What follows belongs to an exercise in optimizing a design on an open flow for small area, a short achievable clock period and few clock cycles per item; a production flow would make more cautious choices. For this run, only the layout was checked, not whether the RTL still works. Power figures rest on the tool's default switching activity, not on a simulated workload.

`design/flow/run.sh`:
```
#!/bin/bash
# synth_recipe.tcl (not shown) runs the flow's synth.tcl, then flattens the netlist and writes it again
# the make line also repeats each setting of config.mk as NAME=value (left out here)
make -C /OpenROAD-flow-scripts/flow DESIGN_CONFIG=/design/flow/config.mk WORK_HOME=/design/flow/orfs CLKGATE_MAP_FILE= SYNTH_SCRIPT=/design/flow/synth_recipe.tcl finish
```
`design/flow/config.mk`:
```
export PLATFORM = sky130hd
export DESIGN_NAME = boothsalgo
export DESIGN_NICKNAME = boothsalgo
export VERILOG_FILES = /design/flow/design.v
export SDC_FILE = /design/flow/constraint.sdc
export NUM_CORES = 4
export LEC_CHECK = 0
export ABC_AREA = 1
export CAP_MARGIN = 20
export CORE_MARGIN = 2
export CORE_UTILIZATION = 40
export SETUP_SLACK_MARGIN = 2.0
export SLEW_MARGIN = 20
```
`design/flow/constraint.sdc`:
```
create_clock -name core_clock -period 6.5 [get_ports {clock}]
set_input_delay 1.3000 -clock core_clock [delete_from_list [all_inputs] [get_ports {clock}]]
set_output_delay 1.3000 -clock core_clock [all_outputs]
set_load 0.01 [all_outputs]
```
`design/flow/design.v`:
```
module boothsalgo(clock, reset, signal_in, mcand, mplier, product, done_signal, addOP, subOP);
    input clock, reset, signal_in;
    input signed [31:0] mcand;
    input signed [31:0] mplier;
    output reg signed [63:0] product;
    output reg done_signal;
    output reg [4:0] addOP;
    reg m31;              
    output reg [4:0] subOP;
    reg [31:0] X;         
    reg [31:0] L;         
    reg [31:0] H;         
    reg [3:0] cp;        
    reg        busy;
    reg [3:0] sel;    
    reg [3:0] sel_n;  
    reg [1:0] idx;   
    wire mcand_fit1 = (~|mcand[31:7]) | (&mcand[31:7]);
    wire mcand_fit2 = (~|mcand[31:15]) | (&mcand[31:15]);
    wire mcand_fit3 = (~|mcand[31:23]) | (&mcand[31:23]);
    wire [1:0] n_mcand = mcand_fit1 ? 2'd0 : (mcand_fit2 ? 2'd1 : (mcand_fit3 ? 2'd2 : (3)));
    wire mplier_fit1 = (~|mplier[31:7]) | (&mplier[31:7]);
    wire mplier_fit2 = (~|mplier[31:15]) | (&mplier[31:15]);
    wire mplier_fit3 = (~|mplier[31:23]) | (&mplier[31:23]);
    wire [1:0] n_mplier = mplier_fit1 ? 2'd0 : (mplier_fit2 ? 2'd1 : (mplier_fit3 ? 2'd2 : (3)));
    wire swap = n_mcand < n_mplier;
    wire [8:0] ys = {swap ? mcand[7:0] : mplier[7:0], 1'b0};
    wire [8:0] yn = L[15:7];
    wire [33:0] xe = {{2{X[31]}}, X};
    wire [33:0] x2 = {X[31], X, 1'b0};
    reg one0, two0, neg0;
    reg one0_n, two0_n, neg0_n;    
    wire ones0 = ys[0] ^ ys[1];
    wire twos0 = (ys[2] & ~ys[1] & ~ys[0]) | (~ys[2] & ys[1] & ys[0]);
    wire onen0 = yn[0] ^ yn[1];
    wire twon0 = (yn[2] & ~yn[1] & ~yn[0]) | (~yn[2] & yn[1] & yn[0]);
    wire [33:0] pp0 = {(({17{~one0_n}} & xe[33:17]) | ({17{~two0_n}} & x2[33:17])) ^ {17{~neg0_n}},
                         (({17{one0}} & xe[16:0]) | ({17{two0}} & x2[16:0])) ^ {17{neg0}}};
    reg one1, two1, neg1;
    reg one1_n, two1_n, neg1_n;    
    wire ones1 = ys[2] ^ ys[3];
    wire twos1 = (ys[4] & ~ys[3] & ~ys[2]) | (~ys[4] & ys[3] & ys[2]);
    wire onen1 = yn[2] ^ yn[3];
    wire twon1 = (yn[4] & ~yn[3] & ~yn[2]) | (~yn[4] & yn[3] & yn[2]);
    wire [33:0] pp1 = {(({17{~one1_n}} & xe[33:17]) | ({17{~two1_n}} & x2[33:17])) ^ {17{~neg1_n}},
                         (({17{one1}} & xe[16:0]) | ({17{two1}} & x2[16:0])) ^ {17{neg1}}};
    reg one2, two2, neg2;
    reg one2_n, two2_n, neg2_n;    
    wire ones2 = ys[4] ^ ys[5];
    wire twos2 = (ys[6] & ~ys[5] & ~ys[4]) | (~ys[6] & ys[5] & ys[4]);
    wire onen2 = yn[4] ^ yn[5];
    wire twon2 = (yn[6] & ~yn[5] & ~yn[4]) | (~yn[6] & yn[5] & yn[4]);
    wire [33:0] pp2 = {(({17{~one2_n}} & xe[33:17]) | ({17{~two2_n}} & x2[33:17])) ^ {17{~neg2_n}},
                         (({17{one2}} & xe[16:0]) | ({17{two2}} & x2[16:0])) ^ {17{neg2}}};
    reg one3, two3, neg3;
    reg one3_n, two3_n, neg3_n;    
    wire ones3 = ys[6] ^ ys[7];
    wire twos3 = (ys[8] & ~ys[7] & ~ys[6]) | (~ys[8] & ys[7] & ys[6]);
    wire onen3 = yn[6] ^ yn[7];
    wire twon3 = (yn[8] & ~yn[7] & ~yn[6]) | (~yn[8] & yn[7] & yn[6]);
    wire [33:0] pp3 = {(({17{~one3_n}} & xe[33:17]) | ({17{~two3_n}} & x2[33:17])) ^ {17{~neg3_n}},
                         (({17{one3}} & xe[16:0]) | ({17{two3}} & x2[16:0])) ^ {17{neg3}}};
    always @(posedge clock) begin
        one0 <= signal_in ? ones0 : onen0;
        two0 <= signal_in ? twos0 : twon0;
        neg0 <= signal_in ? ys[2] : yn[2];
        one0_n <= ~(signal_in ? ones0 : onen0);
        two0_n <= ~(signal_in ? twos0 : twon0);
        neg0_n <= ~(signal_in ? ys[2] : yn[2]);
        one1 <= signal_in ? ones1 : onen1;
        two1 <= signal_in ? twos1 : twon1;
        neg1 <= signal_in ? ys[4] : yn[4];
        one1_n <= ~(signal_in ? ones1 : onen1);
        two1_n <= ~(signal_in ? twos1 : twon1);
        neg1_n <= ~(signal_in ? ys[4] : yn[4]);
        one2 <= signal_in ? ones2 : onen2;
        two2 <= signal_in ? twos2 : twon2;
        neg2 <= signal_in ? ys[6] : yn[6];
        one2_n <= ~(signal_in ? ones2 : onen2);
        two2_n <= ~(signal_in ? twos2 : twon2);
        neg2_n <= ~(signal_in ? ys[6] : yn[6]);
        one3 <= signal_in ? ones3 : onen3;
        two3 <= signal_in ? twos3 : twon3;
        neg3 <= signal_in ? ys[8] : yn[8];
        one3_n <= ~(signal_in ? ones3 : onen3);
        two3_n <= ~(signal_in ? twos3 : twon3);
        neg3_n <= ~(signal_in ? ys[8] : yn[8]);
    end
    wire cs1;
    wire cs2;
    wire cs3;
    wire cs4;
    wire cs5;
    wire cs6;
    wire cs7;
    wire cs8;
    wire cs9;
    wire cs10;
    wire cs11;
    wire cs12;
    wire cs13;
    wire cs14;
    wire cs15;
    wire cs16;
    wire cs17;
    wire cs18;
    wire cs19;
    wire cs20;
    wire cs21;
    wire cs22;
    wire cs23;
    wire cs24;
    wire cs25;
    wire cs26;
    wire cs27;
    wire cs28;
    wire cs29;
    wire cs30;
    wire cs31;
    wire cs32;
    wire cs33;
    wire cs34;
    wire cs35;
    wire cs36;
    wire cs37;
    wire cs38;
    wire cs39;
    wire cs40;
    wire cs41;
    wire cs42;
    wire cs43;
    wire cs44;
    wire cs45;
    wire cs46;
    wire cs47;
    wire cs48;
    wire cs49;
    wire cs50;
    wire cs51;
    wire cs52;
    wire cs53;
    wire cs54;
    wire cs55;
    wire cs56;
    wire cs57;
    wire cs58;
    wire cs59;
    wire cs60;
    wire cs61;
    wire cs62;
    wire cs63;
    wire cs64;
    wire cs65;
    wire cs66;
    wire cs67;
    wire cs68;
    wire cs69;
    wire cs70;
    wire cs71;
    wire cs72;
    wire cs73;
    wire cs74;
    wire cs75;
    wire cs76;
    wire cs77;
    wire cs78;
    wire cs79;
    wire cs80;
    wire cs81;
    wire cs82;
    wire cs83;
    wire cs84;
    wire cs85;
    wire cs86;
    wire cs87;
    wire cs88;
    wire cs89;
    wire cs90;
    wire cs91;
    wire cs92;
    wire cs93;
    wire cs94;
    wire cs95;
    wire cs96;
    wire cs97;
    wire cs98;
    wire cs99;
    wire cs100;
    wire cs101;
    wire cs102;
    wire cs103;
    wire cs104;
    wire cs105;
    wire cs106;
    wire cs107;
    wire cs108;
    wire cs109;
    wire cs110;
    wire cs111;
    wire cs112;
    wire cs113;
    wire cs114;
    wire cs115;
    wire cs116;
    wire cs117;
    wire cs118;
    wire cs119;
    wire cs120;
    wire cs121;
    wire cs122;
    wire cs123;
    wire cs124;
    wire cs125;
    wire cs126;
    wire cs127;
    wire cs128;
    wire cs129;
    wire cs130;
    wire cs131;
    wire cs132;
    wire cs133;
    wire cs134;
    wire cs135;
    wire cs136;
    wire cs137;
    wire cs138;
    wire cs139;
    wire cs140;
    wire cs141;
    wire cs142;
    wire cs143;
    wire cs144;
    wire cs145;
    wire cs146;
    wire cs147;
    wire cs148;
    wire cs149;
    wire cs150;
    wire cs151;
    wire cs152;
    wire cs153;
    wire cs154;
    wire cs155;
    wire cs156;
    wire cs157;
    wire cs158;
    wire cs159;
    wire cs160;
    wire cs161;
    wire cs162;
    wire cs163;
    wire cs164;
    wire cs165;
    wire cs166;
    wire cs167;
    wire cs168;
    wire cs169;
    wire cs170;
    wire cs171;
    wire cs172;
    wire cs173;
    wire cs174;
    wire cs175;
    wire cs176;
    wire cs177;
    wire cs178;
    wire cs179;
    wire cs180;
    wire cs181;
    wire cs182;
    wire cs183;
    wire cs184;
    wire cs185;
    wire cs186;
    wire cs187;
    wire cs188;
    wire cs189;
    wire cs190;
    wire cs191;
    wire cs192;
    wire cs193;
    wire cs194;
    wire cs195;
    wire cs196;
    wire cs197;
    wire cs198;
    wire cs199;
    wire cs200;
    wire cs201;
    wire cs202;
    wire cs203;
    wire cs204;
    wire cs205;
    wire cs206;
    wire cs207;
    wire cs208;
    wire cs209;
    wire cs210;
    wire cs211;
    wire cs212;
    wire cs213;
    wire cs214;
    wire cs215;
    wire cs216;
    wire cs217;
    wire cs218;
    wire cs219;
    wire cs220;
    wire cs221;
    wire cs222;
    wire cs223;
    wire cs224;
    wire cs225;
    wire cs226;
    wire cs227;
    wire cs228;
    wire cs229;
    wire cs230;
    wire cs231;
    wire cs232;
    wire cs233;
    wire cs234;
    wire cs235;
    wire cs236;
    wire cs237;
    wire cs238;
    wire cs239;
    wire cs240;
    wire cs241;
    wire cs242;
    wire cs243;
    wire cs244;
    wire cs245;
    wire cs246;
    wire cs247;
    wire cs248;
    wire cs249;
    wire cs250;
    wire cs251;
    wire cs252;
    wire cs253;
    wire cs254;
    wire cs255;
    wire cs256;
    wire cs257;
    wire cs258;
    wire cs259;
    wire cs260;
    wire cs261;
    wire cs262;
    wire cs263;
    wire cs264;
    wire cs265;
    wire cs266;
    assign cs1 = H[4] ^ pp0[4];
    assign cs2 = H[4] & pp0[4];
    assign cs3 = H[5] ^ pp0[5];
    assign cs4 = H[5] & pp0[5];
    assign cs5 = H[6] ^ pp0[6] ^ pp1[4];
    assign cs6 = (H[6] & pp0[6]) | (H[6] & pp1[4]) | (pp0[6] & pp1[4]);
    assign cs7 = pp2[2] ^ pp3[0];
    assign cs8 = pp2[2] & pp3[0];
    assign cs9 = H[7] ^ pp0[7] ^ pp1[5];
    assign cs10 = (H[7] & pp0[7]) | (H[7] & pp1[5]) | (pp0[7] & pp1[5]);
    assign cs11 = pp2[3] ^ pp3[1];
    assign cs12 = pp2[3] & pp3[1];
    assign cs13 = H[8] ^ cp[1] ^ pp0[8];
    assign cs14 = (H[8] & cp[1]) | (H[8] & pp0[8]) | (cp[1] & pp0[8]);
    assign cs15 = pp1[6] ^ pp2[4] ^ pp3[2];
    assign cs16 = (pp1[6] & pp2[4]) | (pp1[6] & pp3[2]) | (pp2[4] & pp3[2]);
    assign cs17 = H[9] ^ pp0[9] ^ pp1[7];
    assign cs18 = (H[9] & pp0[9]) | (H[9] & pp1[7]) | (pp0[9] & pp1[7]);
    assign cs19 = pp2[5] ^ pp3[3];
    assign cs20 = pp2[5] & pp3[3];
    assign cs21 = H[10] ^ pp0[10] ^ pp1[8];
    assign cs22 = (H[10] & pp0[10]) | (H[10] & pp1[8]) | (pp0[10] & pp1[8]);
    assign cs23 = pp2[6] ^ pp3[4];
    assign cs24 = pp2[6] & pp3[4];
    assign cs25 = H[11] ^ pp0[11] ^ pp1[9];
    assign cs26 = (H[11] & pp0[11]) | (H[11] & pp1[9]) | (pp0[11] & pp1[9]);
    assign cs27 = pp2[7] ^ pp3[5];
    assign cs28 = pp2[7] & pp3[5];
    assign cs29 = H[12] ^ pp0[12] ^ pp1[10];
    assign cs30 = (H[12] & pp0[12]) | (H[12] & pp1[10]) | (pp0[12] & pp1[10]);
    assign cs31 = pp2[8] ^ pp3[6];
    assign cs32 = pp2[8] & pp3[6];
    assign cs33 = H[13] ^ pp0[13] ^ pp1[11];
    assign cs34 = (H[13] & pp0[13]) | (H[13] & pp1[11]) | (pp0[13] & pp1[11]);
    assign cs35 = pp2[9] ^ pp3[7];
    assign cs36 = pp2[9] & pp3[7];
    assign cs37 = H[14] ^ pp0[14] ^ pp1[12];
    assign cs38 = (H[14] & pp0[14]) | (H[14] & pp1[12]) | (pp0[14] & pp1[12]);
    assign cs39 = pp2[10] ^ pp3[8];
    assign cs40 = pp2[10] & pp3[8];
    assign cs41 = H[15] ^ pp0[15] ^ pp1[13];
    assign cs42 = (H[15] & pp0[15]) | (H[15] & pp1[13]) | (pp0[15] & pp1[13]);
    assign cs43 = pp2[11] ^ pp3[9];
    assign cs44 = pp2[11] & pp3[9];
    assign cs45 = H[16] ^ cp[2] ^ pp0[16];
    assign cs46 = (H[16] & cp[2]) | (H[16] & pp0[16]) | (cp[2] & pp0[16]);
    assign cs47 = pp1[14] ^ pp2[12] ^ pp3[10];
    assign cs48 = (pp1[14] & pp2[12]) | (pp1[14] & pp3[10]) | (pp2[12] & pp3[10]);
    assign cs49 = H[17] ^ pp0[17] ^ pp1[15];
    assign cs50 = (H[17] & pp0[17]) | (H[17] & pp1[15]) | (pp0[17] & pp1[15]);
    assign cs51 = pp2[13] ^ pp3[11];
    assign cs52 = pp2[13] & pp3[11];
    assign cs53 = H[18] ^ pp0[18] ^ pp1[16];
    assign cs54 = (H[18] & pp0[18]) | (H[18] & pp1[16]) | (pp0[18] & pp1[16]);
    assign cs55 = pp2[14] ^ pp3[12];
    assign cs56 = pp2[14] & pp3[12];
    assign cs57 = H[19] ^ pp0[19] ^ pp1[17];
    assign cs58 = (H[19] & pp0[19]) | (H[19] & pp1[17]) | (pp0[19] & pp1[17]);
    assign cs59 = pp2[15] ^ pp3[13];
    assign cs60 = pp2[15] & pp3[13];
    assign cs61 = H[20] ^ pp0[20] ^ pp1[18];
    assign cs62 = (H[20] & pp0[20]) | (H[20] & pp1[18]) | (pp0[20] & pp1[18]);
    assign cs63 = pp2[16] ^ pp3[14];
    assign cs64 = pp2[16] & pp3[14];
    assign cs65 = H[21] ^ pp0[21] ^ pp1[19];
    assign cs66 = (H[21] & pp0[21]) | (H[21] & pp1[19]) | (pp0[21] & pp1[19]);
    assign cs67 = pp2[17] ^ pp3[15];
    assign cs68 = pp2[17] & pp3[15];
    assign cs69 = H[22] ^ pp0[22] ^ pp1[20];
    assign cs70 = (H[22] & pp0[22]) | (H[22] & pp1[20]) | (pp0[22] & pp1[20]);
    assign cs71 = pp2[18] ^ pp3[16];
    assign cs72 = pp2[18] & pp3[16];
    assign cs73 = H[23] ^ pp0[23] ^ pp1[21];
    assign cs74 = (H[23] & pp0[23]) | (H[23] & pp1[21]) | (pp0[23] & pp1[21]);
    assign cs75 = pp2[19] ^ pp3[17];
    assign cs76 = pp2[19] & pp3[17];
    assign cs77 = H[24] ^ cp[3] ^ pp0[24];
    assign cs78 = (H[24] & cp[3]) | (H[24] & pp0[24]) | (cp[3] & pp0[24]);
    assign cs79 = pp1[22] ^ pp2[20] ^ pp3[18];
    assign cs80 = (pp1[22] & pp2[20]) | (pp1[22] & pp3[18]) | (pp2[20] & pp3[18]);
    assign cs81 = H[25] ^ pp0[25] ^ pp1[23];
    assign cs82 = (H[25] & pp0[25]) | (H[25] & pp1[23]) | (pp0[25] & pp1[23]);
    assign cs83 = pp2[21] ^ pp3[19];
    assign cs84 = pp2[21] & pp3[19];
    assign cs85 = H[26] ^ pp0[26] ^ pp1[24];
    assign cs86 = (H[26] & pp0[26]) | (H[26] & pp1[24]) | (pp0[26] & pp1[24]);
    assign cs87 = pp2[22] ^ pp3[20];
    assign cs88 = pp2[22] & pp3[20];
    assign cs89 = H[27] ^ pp0[27] ^ pp1[25];
    assign cs90 = (H[27] & pp0[27]) | (H[27] & pp1[25]) | (pp0[27] & pp1[25]);
    assign cs91 = pp2[23] ^ pp3[21];
    assign cs92 = pp2[23] & pp3[21];
    assign cs93 = H[28] ^ pp0[28] ^ pp1[26];
    assign cs94 = (H[28] & pp0[28]) | (H[28] & pp1[26]) | (pp0[28] & pp1[26]);
    assign cs95 = pp2[24] ^ pp3[22];
    assign cs96 = pp2[24] & pp3[22];
    assign cs97 = H[29] ^ pp0[29] ^ pp1[27];
    assign cs98 = (H[29] & pp0[29]) | (H[29] & pp1[27]) | (pp0[29] & pp1[27]);
    assign cs99 = pp2[25] ^ pp3[23];
    assign cs100 = pp2[25] & pp3[23];
    assign cs101 = H[30] ^ pp0[30] ^ pp1[28];
    assign cs102 = (H[30] & pp0[30]) | (H[30] & pp1[28]) | (pp0[30] & pp1[28]);
    assign cs103 = pp2[26] ^ pp3[24];
    assign cs104 = pp2[26] & pp3[24];
    assign cs105 = ~H[31] ^ pp0[31] ^ pp1[29];
    assign cs106 = (~H[31] & pp0[31]) | (~H[31] & pp1[29]) | (pp0[31] & pp1[29]);
    assign cs107 = pp2[27] ^ pp3[25] ^ 1'b1;
    assign cs108 = (pp2[27] & pp3[25]) | (pp2[27] & 1'b1) | (pp3[25] & 1'b1);
    assign cs109 = pp0[32] ^ pp1[30] ^ pp2[28];
    assign cs110 = (pp0[32] & pp1[30]) | (pp0[32] & pp2[28]) | (pp1[30] & pp2[28]);
    assign cs111 = pp3[26] ^ 1'b1;
    assign cs112 = pp3[26] & 1'b1;
    assign cs113 = ~pp0[33] ^ pp1[31] ^ pp2[29];
    assign cs114 = (~pp0[33] & pp1[31]) | (~pp0[33] & pp2[29]) | (pp1[31] & pp2[29]);
    assign cs115 = pp1[32] ^ pp2[30];
    assign cs116 = pp1[32] & pp2[30];
    assign cs117 = H[0] ^ cp[0];
    assign cs118 = H[0] & cp[0];
    assign cs119 = H[2] ^ pp0[2];
    assign cs120 = H[2] & pp0[2];
    assign cs121 = H[3] ^ pp0[3];
    assign cs122 = H[3] & pp0[3];
    assign cs123 = cs1 ^ pp1[2] ^ pp2[0];
    assign cs124 = (cs1 & pp1[2]) | (cs1 & pp2[0]) | (pp1[2] & pp2[0]);
    assign cs125 = cs2 ^ cs3 ^ pp1[3];
    assign cs126 = (cs2 & cs3) | (cs2 & pp1[3]) | (cs3 & pp1[3]);
    assign cs127 = cs4 ^ cs5 ^ cs7;
    assign cs128 = (cs4 & cs5) | (cs4 & cs7) | (cs5 & cs7);
    assign cs129 = cs6 ^ cs8 ^ cs9;
    assign cs130 = (cs6 & cs8) | (cs6 & cs9) | (cs8 & cs9);
    assign cs131 = cs10 ^ cs12 ^ cs13;
    assign cs132 = (cs10 & cs12) | (cs10 & cs13) | (cs12 & cs13);
    assign cs133 = cs14 ^ cs16 ^ cs17;
    assign cs134 = (cs14 & cs16) | (cs14 & cs17) | (cs16 & cs17);
    assign cs135 = cs18 ^ cs20 ^ cs21;
    assign cs136 = (cs18 & cs20) | (cs18 & cs21) | (cs20 & cs21);
    assign cs137 = cs22 ^ cs24 ^ cs25;
    assign cs138 = (cs22 & cs24) | (cs22 & cs25) | (cs24 & cs25);
    assign cs139 = cs26 ^ cs28 ^ cs29;
    assign cs140 = (cs26 & cs28) | (cs26 & cs29) | (cs28 & cs29);
    assign cs141 = cs30 ^ cs32 ^ cs33;
    assign cs142 = (cs30 & cs32) | (cs30 & cs33) | (cs32 & cs33);
    assign cs143 = cs34 ^ cs36 ^ cs37;
    assign cs144 = (cs34 & cs36) | (cs34 & cs37) | (cs36 & cs37);
    assign cs145 = cs38 ^ cs40 ^ cs41;
    assign cs146 = (cs38 & cs40) | (cs38 & cs41) | (cs40 & cs41);
    assign cs147 = cs42 ^ cs44 ^ cs45;
    assign cs148 = (cs42 & cs44) | (cs42 & cs45) | (cs44 & cs45);
    assign cs149 = cs46 ^ cs48 ^ cs49;
    assign cs150 = (cs46 & cs48) | (cs46 & cs49) | (cs48 & cs49);
    assign cs151 = cs50 ^ cs52 ^ cs53;
    assign cs152 = (cs50 & cs52) | (cs50 & cs53) | (cs52 & cs53);
    assign cs153 = cs54 ^ cs56 ^ cs57;
    assign cs154 = (cs54 & cs56) | (cs54 & cs57) | (cs56 & cs57);
    assign cs155 = cs58 ^ cs60 ^ cs61;
    assign cs156 = (cs58 & cs60) | (cs58 & cs61) | (cs60 & cs61);
    assign cs157 = cs62 ^ cs64 ^ cs65;
    assign cs158 = (cs62 & cs64) | (cs62 & cs65) | (cs64 & cs65);
    assign cs159 = cs66 ^ cs68 ^ cs69;
    assign cs160 = (cs66 & cs68) | (cs66 & cs69) | (cs68 & cs69);
    assign cs161 = cs70 ^ cs72 ^ cs73;
    assign cs162 = (cs70 & cs72) | (cs70 & cs73) | (cs72 & cs73);
    assign cs163 = cs74 ^ cs76 ^ cs77;
    assign cs164 = (cs74 & cs76) | (cs74 & cs77) | (cs76 & cs77);
    assign cs165 = cs78 ^ cs80 ^ cs81;
    assign cs166 = (cs78 & cs80) | (cs78 & cs81) | (cs80 & cs81);
    assign cs167 = cs82 ^ cs84 ^ cs85;
    assign cs168 = (cs82 & cs84) | (cs82 & cs85) | (cs84 & cs85);
    assign cs169 = cs86 ^ cs88 ^ cs89;
    assign cs170 = (cs86 & cs88) | (cs86 & cs89) | (cs88 & cs89);
    assign cs171 = cs90 ^ cs92 ^ cs93;
    assign cs172 = (cs90 & cs92) | (cs90 & cs93) | (cs92 & cs93);
    assign cs173 = cs94 ^ cs96 ^ cs97;
    assign cs174 = (cs94 & cs96) | (cs94 & cs97) | (cs96 & cs97);
    assign cs175 = cs98 ^ cs100 ^ cs101;
    assign cs176 = (cs98 & cs100) | (cs98 & cs101) | (cs100 & cs101);
    assign cs177 = cs102 ^ cs104 ^ cs105;
    assign cs178 = (cs102 & cs104) | (cs102 & cs105) | (cs104 & cs105);
    assign cs179 = cs106 ^ cs108 ^ cs109;
    assign cs180 = (cs106 & cs108) | (cs106 & cs109) | (cs108 & cs109);
    assign cs181 = cs110 ^ cs112 ^ cs113;
    assign cs182 = (cs110 & cs112) | (cs110 & cs113) | (cs112 & cs113);
    assign cs183 = cs114 ^ cs115 ^ pp3[28];
    assign cs184 = (cs114 & cs115) | (cs114 & pp3[28]) | (cs115 & pp3[28]);
    assign cs185 = cs116 ^ ~pp1[33] ^ pp2[31];
    assign cs186 = (cs116 & ~pp1[33]) | (cs116 & pp2[31]) | (~pp1[33] & pp2[31]);
    assign cs187 = pp2[32] ^ pp3[30];
    assign cs188 = pp2[32] & pp3[30];
    assign cs189 = cs117 ^ pp0[0];
    assign cs190 = cs117 & pp0[0];
    assign cs191 = cs118 ^ H[1] ^ pp0[1];
    assign cs192 = (cs118 & H[1]) | (cs118 & pp0[1]) | (H[1] & pp0[1]);
    assign cs193 = cs119 ^ pp1[0] ^ neg1;
    assign cs194 = (cs119 & pp1[0]) | (cs119 & neg1) | (pp1[0] & neg1);
    assign cs195 = cs120 ^ cs121 ^ pp1[1];
    assign cs196 = (cs120 & cs121) | (cs120 & pp1[1]) | (cs121 & pp1[1]);
    assign cs197 = cs122 ^ cs123 ^ neg2;
    assign cs198 = (cs122 & cs123) | (cs122 & neg2) | (cs123 & neg2);
    assign cs199 = cs124 ^ cs125 ^ pp2[1];
    assign cs200 = (cs124 & cs125) | (cs124 & pp2[1]) | (cs125 & pp2[1]);
    assign cs201 = cs126 ^ cs127 ^ neg3;
    assign cs202 = (cs126 & cs127) | (cs126 & neg3) | (cs127 & neg3);
    assign cs203 = cs128 ^ cs129 ^ cs11;
    assign cs204 = (cs128 & cs129) | (cs128 & cs11) | (cs129 & cs11);
    assign cs205 = cs130 ^ cs131 ^ cs15;
    assign cs206 = (cs130 & cs131) | (cs130 & cs15) | (cs131 & cs15);
    assign cs207 = cs132 ^ cs133 ^ cs19;
    assign cs208 = (cs132 & cs133) | (cs132 & cs19) | (cs133 & cs19);
    assign cs209 = cs134 ^ cs135 ^ cs23;
    assign cs210 = (cs134 & cs135) | (cs134 & cs23) | (cs135 & cs23);
    assign cs211 = cs136 ^ cs137 ^ cs27;
    assign cs212 = (cs136 & cs137) | (cs136 & cs27) | (cs137 & cs27);
    assign cs213 = cs138 ^ cs139 ^ cs31;
    assign cs214 = (cs138 & cs139) | (cs138 & cs31) | (cs139 & cs31);
    assign cs215 = cs140 ^ cs141 ^ cs35;
    assign cs216 = (cs140 & cs141) | (cs140 & cs35) | (cs141 & cs35);
    assign cs217 = cs142 ^ cs143 ^ cs39;
    assign cs218 = (cs142 & cs143) | (cs142 & cs39) | (cs143 & cs39);
    assign cs219 = cs144 ^ cs145 ^ cs43;
    assign cs220 = (cs144 & cs145) | (cs144 & cs43) | (cs145 & cs43);
    assign cs221 = cs146 ^ cs147 ^ cs47;
    assign cs222 = (cs146 & cs147) | (cs146 & cs47) | (cs147 & cs47);
    assign cs223 = cs148 ^ cs149 ^ cs51;
    assign cs224 = (cs148 & cs149) | (cs148 & cs51) | (cs149 & cs51);
    assign cs225 = cs150 ^ cs151 ^ cs55;
    assign cs226 = (cs150 & cs151) | (cs150 & cs55) | (cs151 & cs55);
    assign cs227 = cs152 ^ cs153 ^ cs59;
    assign cs228 = (cs152 & cs153) | (cs152 & cs59) | (cs153 & cs59);
    assign cs229 = cs154 ^ cs155 ^ cs63;
    assign cs230 = (cs154 & cs155) | (cs154 & cs63) | (cs155 & cs63);
    assign cs231 = cs156 ^ cs157 ^ cs67;
    assign cs232 = (cs156 & cs157) | (cs156 & cs67) | (cs157 & cs67);
    assign cs233 = cs158 ^ cs159 ^ cs71;
    assign cs234 = (cs158 & cs159) | (cs158 & cs71) | (cs159 & cs71);
    assign cs235 = cs160 ^ cs161 ^ cs75;
    assign cs236 = (cs160 & cs161) | (cs160 & cs75) | (cs161 & cs75);
    assign cs237 = cs162 ^ cs163 ^ cs79;
    assign cs238 = (cs162 & cs163) | (cs162 & cs79) | (cs163 & cs79);
    assign cs239 = cs164 ^ cs165 ^ cs83;
    assign cs240 = (cs164 & cs165) | (cs164 & cs83) | (cs165 & cs83);
    assign cs241 = cs166 ^ cs167 ^ cs87;
    assign cs242 = (cs166 & cs167) | (cs166 & cs87) | (cs167 & cs87);
    assign cs243 = cs168 ^ cs169 ^ cs91;
    assign cs244 = (cs168 & cs169) | (cs168 & cs91) | (cs169 & cs91);
    assign cs245 = cs170 ^ cs171 ^ cs95;
    assign cs246 = (cs170 & cs171) | (cs170 & cs95) | (cs171 & cs95);
    assign cs247 = cs172 ^ cs173 ^ cs99;
    assign cs248 = (cs172 & cs173) | (cs172 & cs99) | (cs173 & cs99);
    assign cs249 = cs174 ^ cs175 ^ cs103;
    assign cs250 = (cs174 & cs175) | (cs174 & cs103) | (cs175 & cs103);
    assign cs251 = cs176 ^ cs177 ^ cs107;
    assign cs252 = (cs176 & cs177) | (cs176 & cs107) | (cs177 & cs107);
    assign cs253 = cs178 ^ cs179 ^ cs111;
    assign cs254 = (cs178 & cs179) | (cs178 & cs111) | (cs179 & cs111);
    assign cs255 = cs180 ^ cs181 ^ pp3[27];
    assign cs256 = (cs180 & cs181) | (cs180 & pp3[27]) | (cs181 & pp3[27]);
    assign cs257 = cs182 ^ cs183 ^ 1'b1;
    assign cs258 = (cs182 & cs183) | (cs182 & 1'b1) | (cs183 & 1'b1);
    assign cs259 = cs184 ^ cs185 ^ pp3[29];
    assign cs260 = (cs184 & cs185) | (cs184 & pp3[29]) | (cs185 & pp3[29]);
    assign cs261 = cs186 ^ cs187 ^ 1'b1;
    assign cs262 = (cs186 & cs187) | (cs186 & 1'b1) | (cs187 & 1'b1);
    assign cs263 = cs188 ^ ~pp2[33] ^ pp3[31];
    assign cs264 = (cs188 & ~pp2[33]) | (cs188 & pp3[31]) | (~pp2[33] & pp3[31]);
    assign cs265 = pp3[32] ^ 1'b1;
    assign cs266 = pp3[32] & 1'b1;
    wire [39:0] r0 = {cs266, cs264, cs262, cs260, cs258, cs256, cs254, cs252, cs250, cs248, cs246, cs244, cs242, cs240, cs238, cs236, cs234, cs232, cs230, cs228, cs226, cs224, cs222, cs220, cs218, cs216, cs214, cs212, cs210, cs208, cs206, cs204, cs202, cs200, cs198, cs196, cs194, cs192, cs190, cs189};
    wire [39:0] r1 = {~pp3[33], cs265, cs263, cs261, cs259, cs257, cs255, cs253, cs251, cs249, cs247, cs245, cs243, cs241, cs239, cs237, cs235, cs233, cs231, cs229, cs227, cs225, cs223, cs221, cs219, cs217, cs215, cs213, cs211, cs209, cs207, cs205, cs203, cs201, cs199, cs197, cs195, cs193, cs191, neg0};
    wire [8:0] bs0 = r0[7:0] + r1[7:0];
    wire [8:0] bs1 = r0[15:8] + r1[15:8];
    wire [8:0] bs2 = r0[23:16] + r1[23:16];
    wire [8:0] bs3 = r0[31:24] + r1[31:24];
    wire [8:0] bs4 = r0[39:32] + r1[39:32];
    wire [31:0] Hn = {bs4[7:0], bs3[7:0], bs2[7:0], bs1[7:0]};
    wire [3:0] cpn = {bs3[8], bs2[8], bs1[8], bs0[8]};
    wire [31:0] Hr = H + {cp[3], 7'd0, cp[2], 7'd0, cp[1], 7'd0, cp[0]};
    wire [31:0] rises = mplier & ~{mplier[30:0], 1'b0};
    reg [11:0] gcnt;      
    wire [2:0] gn0;
    wire [2:0] gn1;
    wire [2:0] gn2;
    wire [2:0] gn3;
    wire gq1;
    wire gq2;
    wire gq3;
    wire gq4;
    wire gq5;
    wire gq6;
    wire gq7;
    wire gq8;
    wire gq9;
    wire gq10;
    wire gq11;
    wire gq12;
    wire gq13;
    wire gq14;
    wire gq15;
    wire gq16;
    assign gq1 = (rises[0] | rises[1]) ^ (rises[2] | rises[3]);
    assign gq2 = (rises[0] | rises[1]) & (rises[2] | rises[3]);
    assign gq3 = gq1 ^ (rises[4] | rises[5]);
    assign gq4 = gq1 & (rises[4] | rises[5]);
    assign gn0 = {1'b0, gq4, gq3} + {1'b0, gq2, (rises[6] | rises[7])};
    assign gq5 = (rises[8] | rises[9]) ^ (rises[10] | rises[11]);
    assign gq6 = (rises[8] | rises[9]) & (rises[10] | rises[11]);
    assign gq7 = gq5 ^ (rises[12] | rises[13]);
    assign gq8 = gq5 & (rises[12] | rises[13]);
    assign gn1 = {1'b0, gq8, gq7} + {1'b0, gq6, (rises[14] | rises[15])};
    assign gq9 = (rises[16] | rises[17]) ^ (rises[18] | rises[19]);
    assign gq10 = (rises[16] | rises[17]) & (rises[18] | rises[19]);
    assign gq11 = gq9 ^ (rises[20] | rises[21]);
    assign gq12 = gq9 & (rises[20] | rises[21]);
    assign gn2 = {1'b0, gq12, gq11} + {1'b0, gq10, (rises[22] | rises[23])};
    assign gq13 = (rises[24] | rises[25]) ^ (rises[26] | rises[27]);
    assign gq14 = (rises[24] | rises[25]) & (rises[26] | rises[27]);
    assign gq15 = gq13 ^ (rises[28] | rises[29]);
    assign gq16 = gq13 & (rises[28] | rises[29]);
    assign gn3 = {1'b0, gq16, gq15} + {1'b0, gq14, (rises[30] | rises[31])};
    always @(posedge clock) gcnt <= {gn3, gn2, gn1, gn0};
    wire pc1;
    wire pc2;
    wire pc3;
    wire pc4;
    wire pc5;
    wire pc6;
    wire pc7;
    wire pc8;
    wire pc9;
    wire pc10;
    wire pc11;
    wire pc12;
    assign pc1 = gcnt[0] ^ gcnt[3];
    assign pc2 = gcnt[0] & gcnt[3];
    assign pc3 = gcnt[1] ^ gcnt[4] ^ gcnt[7];
    assign pc4 = (gcnt[1] & gcnt[4]) | (gcnt[1] & gcnt[7]) | (gcnt[4] & gcnt[7]);
    assign pc5 = gcnt[2] ^ gcnt[5] ^ gcnt[8];
    assign pc6 = (gcnt[2] & gcnt[5]) | (gcnt[2] & gcnt[8]) | (gcnt[5] & gcnt[8]);
    assign pc7 = pc1 ^ gcnt[6];
    assign pc8 = pc1 & gcnt[6];
    assign pc9 = pc2 ^ pc3 ^ gcnt[10];
    assign pc10 = (pc2 & pc3) | (pc2 & gcnt[10]) | (pc3 & gcnt[10]);
    assign pc11 = pc4 ^ pc5 ^ gcnt[11];
    assign pc12 = (pc4 & pc5) | (pc4 & gcnt[11]) | (pc5 & gcnt[11]);
    wire [4:0] nsub = {1'b0, pc12, pc10, pc8, pc7} + {1'b0, pc6, pc11, pc9, gcnt[9]};
    wire [63:0] al0 = $signed({Hr, L}) >>> 24;
    wire [63:0] al1 = $signed({Hr, L}) >>> 16;
    wire [63:0] al2 = $signed({Hr, L}) >>> 8;
    wire [63:0] al3 = $signed({Hr, L}) >>> 0;
    always @(posedge clock) begin
        if (reset) begin
            busy <= 1'b0;
            done_signal <= 1'b0;
        end else if (signal_in) begin
            X <= swap ? mplier : mcand;
            L <= swap ? mcand : mplier;
            sel <= 4'd1 << (swap ? n_mcand : n_mplier);
            sel_n <= ~(4'd1 << (swap ? n_mcand : n_mplier));
            H <= 32'd0;
            cp <= 4'd0;
            idx <= 2'd0;
            busy <= 1'b1;
            done_signal <= 1'b0;
            m31 <= mplier[31];
        end else if (busy) begin
            if (idx == 2'd0) subOP <= nsub;
            H <= Hn;
            cp <= cpn;
            L <= {bs0[7:0], L[31:8]};
            idx <= idx + 1'b1;
            if (sel[idx]) begin
                busy <= 1'b0;
                done_signal <= 1'b1;
            end
        end
    end
    always @(*) begin
        addOP = subOP - {4'd0, m31};
        product = 64'd0;
        product[31:0] = product[31:0] | ({32{sel[0]}} & al0[31:0]);
        product[63:32] = product[63:32] | ({32{~sel_n[0]}} & al0[63:32]);
        product[31:0] = product[31:0] | ({32{sel[1]}} & al1[31:0]);
        product[63:32] = product[63:32] | ({32{~sel_n[1]}} & al1[63:32]);
        product[31:0] = product[31:0] | ({32{sel[2]}} & al2[31:0]);
        product[63:32] = product[63:32] | ({32{~sel_n[2]}} & al2[63:32]);
        product[31:0] = product[31:0] | ({32{sel[3]}} & al3[31:0]);
        product[63:32] = product[63:32] | ({32{~sel_n[3]}} & al3[63:32]);
    end
endmodule
```
==> run summary <==
## cell families (layout without fill, tap and decap cells)
| logic type | Yosys count | in the layout | synth area share (%) |
|---|---|---|---|
| AO/OA/AOI/OAI | 420 | 421 | 15.3 |
| adder cells (fa/ha/maj) | 216 | 216 | 22.1 |
| AND/OR/NAND/NOR | 616 | 617 | 16.1 |
| XOR/XNOR | 162 | 162 | 8.94 |
| flip-flops | 154 | 154 | 26.6 |
| buffers and inverters | 449 | 605 | 10.9 |
## metal layers
| layer | share of wire, % | GRT usage [%] |
|---|---|---|
| met1 | 42 | 36.4 |
| met5 | 0 | 0 |
| met4 | 3.0 | 9.23 |
| met2 | 46 | 44.3 |
| met3 | 8.3 | 4.73 |
## layout by cell type (no fill, tap or decap), types with 68 or more instances in the layout
master,instances
nand2_1,336
nand3_1,68
nor2_1,120
o21ai_0,94
a21oi_1,88
fa_1,105
clkdlybuf4s50_1,97
o22ai_1,129
xor2_1,135
ha_1,98
edfxtp_1,116
inv_1,330
## critical path: cells and delay by family (launching register included)
kind,cells,cell delay [ps]
compound gates,4,720
buf+inv,1,670
xor+xnor,1,470
flops,1,410
fa+ha+maj,1,310
simple gates,3,280
## per-stage QoR
stage                     worst slack (ps)  cells  hold WS, ps
final                                 1880   2700          540
after detailed placement              1560   2609          520
after floorplan                       2090   2017          480
after CTS                             1830   2671          542
after global routing                  1750   2700          546
after global placement                1600   2609          502
## area by class of cell
type	instances	area (sq um)	share of cell area, %
multi-input cells	1416	10600	54.6
flip-flops and latches	154	4280	22.1
repair buffers	204	1860	9.62
inverters	368	1410	7.27
well taps	525	657	3.40
clock buffers	18	450	2.33
clock inverters	14	129	0.666
repair inverters	1	5.00	0.0259
## sequential cells by signal, summed over array words and instances, names as in the netlist, 2 cells and up
register	flops
sel_n	4
sel	4
H	32
idx	2
gcnt	12
subOP	5
L	32
cp	4
X	32
## final timing paths
check | end | slack, ps
worst max-delay path | product[17] | 1880
worst min-delay path | subOP[0] | 540
worst max register to register | cp[1] | 2110
worst min register to register | subOP[0] | 540
## timing repair
action,4_1_cts,5_1_grt
setup buffers,29,27
pin swaps,12,34
hold endpoints to repair,0,0
cloned,1,2
setup endpoints to repair,59,78
resized for setup,94,128
## power breakdown
part	internal (uW)	switching, uW
clock	528	485
sequential	1510	321
combinational	3360	4770
==> flow_summary.json <==
{
  "status": "finished clean",
  "layout-drive-gt1-share_pct": 12.2,
  "drcViolationCount": 0,
  "synth_top_area_cell": "edfxtp_1",
  "yosys_warnings": 1,
  "rr_worst_depth": 24,
  "io_pins": 142,
  "nets": 2443,
  "worstHoldPathCells": 1,
  "worst_slew_pin_slew_ps": 1090,
  "startpoint": "cp[1]",
  "r2r-start": "X[7]",
  "yosysSeqAreaShare_pct": 26.6,
  "ys_ff_latch": 154,
  "rsz0062_at_grt": "true",
  "routedWlPerCell_microns": 20.8,
  "drtAntennaViolNets": 0,
  "synth_top_cell_area_share_pct": 21.8,
  "path_clk_slew_ps": 70,
  "synth_area_leaders": "edfxtp_1 22%, fa_1 14%, xor2_1 8.4%",
  "cts_max_level": 4,
  "syn-cell-area_sq_um": 15900,
  "clock_path_buffers": 2,
  "dp_hpwl_mm": 43.6,
  "die_w_microns": 204,
  "cts_hold_buf": 0,
  "cpPeakStageDelay_ps": 670,
  "dr.pass1.iters": 5,
  "maxSlewHeadroom_pct": 27.4,
  "cts.sinks": 154,
  "final_area_sq_um": 19300,
  "slew_viol_final": 0,
  "avgSynthCellArea_sq_um": 7.91,
  "cp_slowest_cell": "clkdlybuf4s50_1",
  "critPathKind": "reg2out",
  "gr-total-overflow": 0,
  "final_util_pct": 48.9,
  "final-setup-viol-count": 0,
  "synth-edff-count": 116,
  "grt_pass1_wl_mm": 85.1,
  "syn-num-nets": 2298,
  "diodes": 0,
  "grt_pass1_vias": 14300,
  "vdd_drop_max_mv": 0.302,
  "cts_made_buffers": 17,
  "cts-root-buf": "clkbuf_16",
  "dpl_cell_area_sq_um": 17700,
  "crit_chain": "ha_1 -> nand2_1 -> nor3_4 -> a21oi_2 -> xor2_1 -> nand2_1 -> o21ai_0 -> a21oi_1 -> o21ai_0 -> clkdlybuf4s50_1",
  "initial_utilization_pct": 40.3,
  "hold_violations": 0,
  "cap_violations": 0,
  "period_share_pct": 71.1,
  "cp-end-kind": "output port",
  "leakage_uw": 0.00895,
  "synth.most_common_cell": "inv_1",
  "cp.required_ps": 5200,
  "place_congestion": 0.924,
  "die_y_microns": 204,
  "viasPerCell": 5.46,
  "numPortBuffers": 141,
  "clkLatencyLatePin_ps": 450,
  "cts_tree": "done",
  "setup_tns_ps": 0,
  "routed_wirelength_mm": 56.0,
  "synthFlopType": "edfxtp_1",
  "yosys-top-cells-count": "350 x inv_1, 345 x nand2_1, 153 x xor2_1",
  "grt_antenna_before_repair": 2,
  "vias": 14700,
  "syn_to_final_growth_pct": 21.3,
  "power_per_cell_area_nw_per_um2": 567,
  "hold_class": "reg2reg",
  "finalClockSkew_ps": 10.3,
  "synth_cell_types": 51,
  "timing.final.crit_period_ps": 4620,
  "rows": 73,
  "start_kind": "register",
  "grt_max_degree": 108,
  "grt_use_total_pct": 27.2,
  "drtIter0Drc": 1501,
  "min_from": "gcnt[9]",
  "async_flop_share_pct": 0,
  "netlist_instances": 2017,
  "max_freq_mhz": 216,
  "dieArea_sq_um": 41500,
  "p_total_uw": 11000,
  "arrival_ps": 3320,
  "cp_max_fo": 4,
  "fill_cells": 3837,
  "core_sq_um": 39500
}

-- afterwards: timing with drivers on the ports --
In the flow no input, the clock included, has a driving cell. The finished layout below was timed again as built, in two steps.
Step 1 sets driving cells, clkbuf_16 on the clock port and buf_2 on the other inputs (assumed; they add their load-dependent delay and slew).
Step 2 also shifts input and output timing later by t, the mid clock arrival at the registers, as if the neighbouring blocks saw the same clock.
Slacks: ideal ports / drivers / drivers and shift; pairs: ideal ports / drivers.
t (ns): 0.502
slack for setup (ns): 1.881 / 1.826 / 1.899
worst hold slack (ns): 0.540 / 0.540 / 0.540
worst setup path after step 2: input to register
slew at the worst register clock pin (ns): 0.07 / 0.07
After both steps this run still meets setup and hold. For this run, drivers alone change the setup slack by -0.055 ns; drivers and shift together by +0.018 ns.
